This is an optimization exercise on Yosys and OpenROAD, whose aim is small area, a short achievable clock period and few clock cycles, not a production implementation. The RTL was checked by simulation tests, not by an equivalence proof against the original design.

==> flow/design.v (excerpt) <==
module DnCNN (
    input wire clk,
    input wire rst_n,
    input wire compute_start,
    output reg compute_finish,
    input wire [31:0] scale_C1,
    input wire [31:0] scale_C2,
    input wire [31:0] scale_C3,
    input wire [31:0] scale_C4,
    input wire [31:0] scale_C5,
    input wire [31:0] scale_C6,
    input wire [31:0] scale_C7,
    output wire [ 3:0] sram_weight_wea0,
    output reg [15:0] sram_weight_addr0,
    output wire [31:0] sram_weight_wdata0,
    input wire [31:0] sram_weight_rdata0,
    output wire [ 3:0] sram_weight_wea1,
    output reg [15:0] sram_weight_addr1,
    output wire [31:0] sram_weight_wdata1,
    input wire [31:0] sram_weight_rdata1,
    output reg [ 3:0] sram_act_wea0,
    output reg [15:0] sram_act_addr0,
    output reg [31:0] sram_act_wdata0,
    input wire [31:0] sram_act_rdata0,
    output reg [ 3:0] sram_act_wea1,
    output reg [15:0] sram_act_addr1,
    output reg [31:0] sram_act_wdata1,
    input wire [31:0] sram_act_rdata1
);
localparam ROT_IDLE = 2'd0, ROT_PASS = 2'd1, ROT_WRITE = 2'd2;
assign sram_weight_wdata0 = 32'd0;
  ...
Size in the first run: about 37000 cells after synthesis, about 7900 flip-flops.
==> flow/config.mk <==
export PLATFORM = sky130hd
export DESIGN_NAME = DnCNN
export DESIGN_NICKNAME = DnCNN
export VERILOG_FILES = /design/flow/design.v
export SDC_FILE = /design/flow/constraint.sdc
export NUM_CORES = 8
export LEC_CHECK = 0
export CAP_MARGIN = 40
export CORE_MARGIN = 2
export CORE_UTILIZATION = 40
export CTS_CLUSTER_DIAMETER = 120
export CTS_CLUSTER_SIZE = 16
export SLEW_MARGIN = 40
==> flow/constraint.sdc <==
create_clock -name core_clock -period 12.0 [get_ports {clk}]
set_input_delay 2.4000 -clock core_clock [delete_from_list [all_inputs] [get_ports {clk}]]
set_output_delay 2.4000 -clock core_clock [all_outputs]
set_load 0.01 [all_outputs]
standard.sh (not shown) runs the stock make flow with config.mk's settings and CLKGATE_MAP_FILE= SYNTH_SCRIPT=/design/flow/synth_recipe.tcl, a recipe that flattens the netlist after the stock synthesis.
==> flow/flow/run.sh <==
#!/bin/bash
# The standard layout with two changes:
#  - synthesis runs the standard flow's synthesis script with Yosys's early ABC pass off
#    (synth -noabc), so that the hand-built carry-save trees reach full-adder
#    extraction as written; the result is used only if its flip-flops (names
#    and cell types) are exactly those of the standard synthesis, else the
#    standard synthesis is used;
#  - timing repair is asked to leave extra setup slack.
set -uo pipefail
RES=orfs/results/sky130hd/DnCNN/base
bash standard.sh WORK_HOME="$PWD/ref" synth > synth_ref.log 2>&1 || exit 1
bash standard.sh SYNTH_SCRIPT="$PWD/flow/synth_noabc.tcl" synth > synth_own.log 2>&1 || exit 1
python3 flow/ffs.py ref/results/sky130hd/DnCNN/base/1_2_yosys.v > ffs_ref.txt
python3 flow/ffs.py $RES/1_2_yosys.v > ffs_own.txt
if cmp -s ffs_ref.txt ffs_own.txt && [ -s ffs_ref.txt ]; then
  echo "own synthesis: same flip-flops as the standard one, using it" > synth_choice.log
else
  echo "own synthesis: flip-flops differ, using the standard synthesis" > synth_choice.log
  diff ffs_ref.txt ffs_own.txt | head -50 >> synth_choice.log
  rm -rf orfs
  bash standard.sh synth > synth_std.log 2>&1 || exit 1
fi
bash standard.sh SETUP_SLACK_MARGIN=8.1 finish > layout.log 2>&1
==> flow/flow/ffs.py <==
# Lists the flip-flops (instance name, cell type without drive strength) of a netlist.
import re, sys
txt = open(sys.argv[1]).read()
ffs = set()
for m in re.finditer(r'\b(sky130_fd_sc_hd__\w+)\s+(\\\S+|\S+)\s*\(', txt):
    cell, name = m.group(1), m.group(2)
    base = re.sub(r'_\d+$', '', cell)
    if re.match(r'sky130_fd_sc_hd__(e?dfx|dfr|dfs|dfb|sdf|sedf|df)', base):
        ffs.add(f"{name} {base}")
print("\n".join(sorted(ffs)))
==> flow/flow/synth_noabc.tcl <==
proc synth {args} { yosys synth -nofsm -noshare -noabc {*}$args }
source $::env(SCRIPTS_DIR)/synth.tcl
# left out here: clear keep_hierarchy, flatten, clean up, hide names made inside functions, write 1_2_yosys.v
The baseline completed without violations.
Testbench counts at the start, summed over its fixed seeds: cycles 410,888.
Rerun with:
--- a/flow/flow/run.sh
+++ b/flow/flow/run.sh
@@ -22,2 +22,2 @@
 fi
-bash standard.sh SETUP_SLACK_MARGIN=8.1 finish > layout.log 2>&1
+bash standard.sh SETUP_SLACK_MARGIN=7.8 finish > layout.log 2>&1
After rerunning: The changed run completed without violations; sequential share of layout area climbs by 2.4 points; hold slack is better by 0.018 ns; routed wire length drops by 9.9%.
Rerun with:
--- a/flow/flow/run.sh
+++ b/flow/flow/run.sh
@@ -22,2 +22,2 @@
 fi
-bash standard.sh SETUP_SLACK_MARGIN=7.8 finish > layout.log 2>&1
+bash standard.sh SETUP_SLACK_MARGIN=7.95 finish > layout.log 2>&1
--- a/flow/config.mk
+++ b/flow/config.mk
@@ -9,3 +9,3 @@
 export CORE_MARGIN = 2
-export CORE_UTILIZATION = 40
+export CORE_UTILIZATION = 54
 export CTS_CLUSTER_DIAMETER = 120
Clock-buffer cell count went down by 2.
Critical path depth shrinks by 7.
Via count stays flat.
Utilization climbs by 17 points.
Wire length came out lower slightly.
Clock skew goes down by 0.028 ns.
Rerun with:
--- a/flow/flow/run.sh
+++ b/flow/flow/run.sh
@@ -22,2 +22,2 @@
 fi
-bash standard.sh SETUP_SLACK_MARGIN=7.95 finish > layout.log 2>&1
+bash standard.sh SETUP_SLACK_MARGIN=7.8 finish > layout.log 2>&1
--- a/flow/config.mk
+++ b/flow/config.mk
@@ -9,3 +9,3 @@
 export CORE_MARGIN = 2
-export CORE_UTILIZATION = 54
+export CORE_UTILIZATION = 58
 export CTS_CLUSTER_DIAMETER = 120
First-iteration DRC count decreases by 2.2%.
Worst setup slack improved by 0.030 ns.
Sequential share of layout area increases by 1.0 points.
Rerun with:
--- a/flow/config.mk
+++ b/flow/config.mk
@@ -9,3 +9,3 @@
 export CORE_MARGIN = 2
-export CORE_UTILIZATION = 58
+export CORE_UTILIZATION = 50
 export CTS_CLUSTER_DIAMETER = 120
Outcome:
- The new run finished clean
- area after synthesis is unchanged
- clock-buffer cell count came out lower by 17
- design area barely changes
- utilization shrinks by 9.0 points
- critical path depth drops by 11
- cell count grows by 3.1%
- setup slack is worse by 0.11 ns
- global-route usage falls by 6.9 points
- non-clock buffer count shrinks by 33
- worst hold slack hardly moves

[what the ideal ports hide]
The flow's constraints put no driver on any port. The routed layouts listed below were extracted and timed again, unchanged, in two steps. Step 1: set_driving_cell puts a clkbuf_16 on clk and a buf_2 on each other input, an assumption about the parent block. Step 2 adds t to the input delays and takes it off the output delays; t is the mean of the earliest and latest rising clock arrival at the registers after step 1. Input paths then give back, and output paths get back, about the clock's delay inside the block. Slacks: no drivers / after step 1 / after step 2; pairs: no drivers / after step 1.
run | shift t [ns] | setup WS [ns] | hold WS [ns] | worst setup path at the end | pins driven straight from the clock port
the first run | 1.337 | 7.716 / 7.636 / 7.239 | 0.262 / 0.262 / 0.262 | input to register | 1
the second run | 1.308 | 7.506 / 7.506 / 7.184 | 0.280 / 0.280 / 0.280 | input to register | 1
the third run | 1.364 | 7.649 / 7.483 / 7.332 | 0.280 / 0.280 / 0.280 | input to register | 1
the fourth run | 1.351 | 7.679 / 7.551 / 7.318 | 0.263 / 0.263 / 0.263 | input to register | 1
the fifth run | 1.365 | 7.572 / 7.455 / 7.388 | 0.264 / 0.264 / 0.264 | input to register | 1
After both steps setup and hold are still met in every run listed. The setup slack of the first run, which loses most, moves by -0.080 ns with the drivers and by -0.477 ns with both steps.
